What follows belongs to an exercise in optimizing a design on an open flow for small area, a short achievable clock period and few clock cycles; a production flow would make more cautious choices.
Function was checked by simulation only, so behaviour that the tests miss may differ from the original.
Power figures rest on the tool's default switching activity, not on a simulated workload.

## run 1
==> flow/design.v (excerpt) <==
module meh16(
    input clk,
    input rst,
    input[15:0] in_port,
    output[15:0] out_port,
    output[11:0] mem_addr,
    output[15:0] mem_wdata,
    output mem_we,
    input[15:0] mem_rdata,
    output halted
);
localparam S_F = 4'd0;   
localparam S_M = 4'd1;   
localparam S_W = 4'd2;   
localparam S_P = 4'd3;   
localparam S_X = 4'd4;   
localparam S_L = 4'd5;   
localparam S_R = 4'd6;   
localparam S_T = 4'd7;   
localparam S_B = 4'd8;   
localparam S_C = 4'd9;   
localparam S_Z = 4'd10;  
localparam E_NONE  = 5'd0;
localparam E_LD    = 5'd1;
localparam E_ADD   = 5'd2;
localparam E_ADC   = 5'd3;
localparam E_SUB   = 5'd4;
localparam E_SBB   = 5'd5;
localparam E_AND   = 5'd6;
localparam E_OR    = 5'd7;
localparam E_XOR   = 5'd8;
localparam E_INC   = 5'd9;
localparam E_DEC   = 5'd10;
localparam E_RTL   = 5'd11;
localparam E_RTR   = 5'd12;
localparam E_NOT   = 5'd13;
localparam E_CLW   = 5'd14;
localparam E_MIW   = 5'd15;
localparam E_BWS   = 5'd16;
localparam E_BWC   = 5'd17;
localparam E_CLRC  = 5'd18;
localparam E_INCNC = 5'd19;
localparam E_MWO   = 5'd20;
localparam E_BOS   = 5'd21;
localparam E_BOC   = 5'd22;
localparam E_CLO   = 5'd23;
reg[11:0] pc;
reg[15:0] d;
reg[15:0] a;
reg c;
reg[15:0] outr;
  ...
For scale: ~1100 cells after synthesis, ~91 flip-flops, ~80 I/O pins, ~0.0082 mm^2 of cells after synthesis.
Settings: LEC_CHECK=0, CAP_MARGIN=20, CORE_MARGIN=2, CORE_UTILIZATION=50, SLEW_MARGIN=20; clock period 8.5 ns.
standard.sh (not shown) runs the stock make flow with config.mk's settings and CLKGATE_MAP_FILE= SYNTH_SCRIPT=/design/flow/synth_recipe.tcl, a recipe that flattens the netlist after the stock synthesis.
==> flow/flow/run.sh <==
#!/bin/bash
set -euo pipefail
W=$PWD
sed "s#^source \$::env(SCRIPTS_DIR)/synth.tcl#source $W/flow_synth_body.tcl#" \
    synth_recipe.tcl > flow_synth.tcl
sed "s#^source \$::env(SCRIPTS_DIR)/synth_preamble.tcl\$#&\nset abc_args [list -script $W/flow/area.abc {*}\$lib_args {*}\$lib_dont_use_args -constr \$::env(OBJECTS_DIR)/abc.constr]#" \
    "$FLOW_HOME/scripts/synth.tcl" > flow_synth_body.tcl
grep -q "flow_synth_body.tcl" flow_synth.tcl
grep -q "flow/area.abc" flow_synth_body.tcl
bash standard.sh "SYNTH_SCRIPT=$W/flow_synth.tcl" \
    "BUFFER_PORTS_ARGS=-buffer_cell sky130_fd_sc_hd__buf_2" \
    SETUP_SLACK_MARGIN=5.3 finish > flow_make.log 2>&1
test -s out/final.def
==> flow/flow/area.abc <==
strash
&get -n
&st
&dch
&nf
&put
topo
Testbench counts of run 1, summed over its fixed seeds: cycles 87,416.
Inputs modified between run 1 and run 2:
# run 1
export LEC_CHECK = 0
export CAP_MARGIN = 20
export CORE_MARGIN = 2
export CORE_UTILIZATION = 50
export SLEW_MARGIN = 20
create_clock -name core_clock -period 8.5 [get_ports {clk}]
# run 2
export LEC_CHECK = 0
export CAP_MARGIN = 20
export CORE_MARGIN = 2
export CORE_UTILIZATION = 50
export CTS_BUF_LIST = sky130_fd_sc_hd__clkbuf_8
export CTS_CLUSTER_SIZE = 20
export SLEW_MARGIN = 20
create_clock -name core_clock -period 8.5 [get_ports {clk}]
Results
Run 2 reached the final stage; the timing, DRC and antenna checks on its layout passed. Compared to run 1, run 2 has via count normalized by instance count about 0.5% lower. Between run 1 and run 2, the setup slack is higher for run 2. Diff run 1..run 2 | maximum frequency | negligible. Area overhead of the layout relative to synthesis in run 2 is 3.7 points below run 1. When run 2 is measured against run 1, its number of antenna cells inserted turns out 1 higher. Compared with run 1, run 2 shows a logic depth of the worst setup path including buffers that is 1 lower. Cmp run 2 vs run 1: clock transition time at the flip-flop clock pins of the worst setup and hold paths higher in run 2. Total power: run 2 below run 1. Against run 1, first-iteration DRC count in run 2 rose by more than 10%. As far as via count is concerned, run 2 and run 1 perform about the same. Compared to run 1, the routing of run 2 uses less wire.
Here is what was changed in the inputs of run 3 compared with run 2.
# run 2
export LEC_CHECK = 0
export CAP_MARGIN = 20
export CORE_MARGIN = 2
export CORE_UTILIZATION = 50
export CTS_BUF_LIST = sky130_fd_sc_hd__clkbuf_8
export CTS_CLUSTER_SIZE = 20
export SLEW_MARGIN = 20
create_clock -name core_clock -period 8.5 [get_ports {clk}]
# run 3
export LEC_CHECK = 0
export CAP_MARGIN = 20
export CORE_MARGIN = 2
export CORE_UTILIZATION = 50
export CTS_BUF_LIST = sky130_fd_sc_hd__clkbuf_8
export CTS_CLUSTER_SIZE = 30
export SLEW_MARGIN = 20
create_clock -name core_clock -period 8.5 [get_ports {clk}]
diff --git a/flow/flow/run.sh b/flow/flow/run.sh
--- a/flow/flow/run.sh
+++ b/flow/flow/run.sh
@@ -11,3 +11,3 @@
     "BUFFER_PORTS_ARGS=-buffer_cell sky130_fd_sc_hd__buf_2" \
-    SETUP_SLACK_MARGIN=5.3 finish > flow_make.log 2>&1
+    SETUP_SLACK_MARGIN=5.2 finish > flow_make.log 2>&1
 test -s out/final.def
No run among run 2 and run 3 stopped early or left any final violation; all are clean. A critical-path cell with the highest stage delay of sky130_fd_sc_hd__dfxtp_1 is what run 3 shows, while sky130_fd_sc_hd__or3b_4 belongs to run 2. Run 3 vs. run 2: count of cell instances traversed by the critical path went down by 12. Design area: run 3 > run 2. Delta (run 3 minus run 2): clock network fraction of total power fell by 1.1 points, vias after detailed routing saw an increase, relative contribution of combinational cells to total power increased 0.2 points, hold slack moved down.
Modified inputs, run 4 compared to run 3
# run 3
export LEC_CHECK = 0
export CAP_MARGIN = 20
export CORE_MARGIN = 2
export CORE_UTILIZATION = 50
export CTS_BUF_LIST = sky130_fd_sc_hd__clkbuf_8
export CTS_CLUSTER_SIZE = 30
export SLEW_MARGIN = 20
create_clock -name core_clock -period 8.5 [get_ports {clk}]
# run 4
export LEC_CHECK = 0
export CAP_MARGIN = 20
export CORE_MARGIN = 2
export CORE_UTILIZATION = 45
export CTS_BUF_LIST = sky130_fd_sc_hd__clkbuf_8
export CTS_CLUSTER_SIZE = 30
export SLEW_MARGIN = 20
create_clock -name core_clock -period 8.5 [get_ports {clk}]
diff --git a/flow/flow/run.sh b/flow/flow/run.sh
--- a/flow/flow/run.sh
+++ b/flow/flow/run.sh
@@ -11,3 +11,3 @@
     "BUFFER_PORTS_ARGS=-buffer_cell sky130_fd_sc_hd__buf_2" \
-    SETUP_SLACK_MARGIN=5.2 finish > flow_make.log 2>&1
+    SETUP_SLACK_MARGIN=5.3 finish > flow_make.log 2>&1
 test -s out/final.def
Findings:
Delta (run 4 minus run 3): smallest hold slack shows a reduction of 5.0 ps; total number of tap cells shows an increase of 13; worst setup margin shows a reduction of 120 ps; wire length of the first global-routing pass shows an increase of about 5.6%.

[separate check: timing with driven ports]
The flow's constraints put no driver on any port. The routed layouts listed below were extracted and timed again, unchanged, in two steps.
Step 1 assumes that a clkbuf_16 drives the clock port and a buf_2 every other input.
Step 2 times the ports against the registers' clock, not the clock port: input delays grow and output delays shrink by t, the midpoint of the rising clock arrivals with the driver on.
Three values: no drivers, after step 1, after step 2; two values: the first two.
run | t, ns | setup slack, ns | worst hold slack (ns) | worst register clock-pin slew, ns
run 1 | 0.410 | 5.199 / 5.199 / 4.843 | 0.519 / 0.519 / 0.519 | 0.08 / 0.08
run 2 | 0.444 | 5.204 / 5.204 / 4.908 | 0.522 / 0.522 / 0.522 | 0.12 / 0.12
run 3 | 0.432 | 5.206 / 5.166 / 4.907 | 0.519 / 0.519 / 0.519 | 0.11 / 0.11
run 4 | 0.440 | 5.083 / 5.083 / 4.847 | 0.514 / 0.514 / 0.514 | 0.10 / 0.10
After both steps setup and hold are still met in every run listed. The setup slack of run 1, which loses most, moves by 0.000 ns with the drivers and by -0.356 ns with both steps.
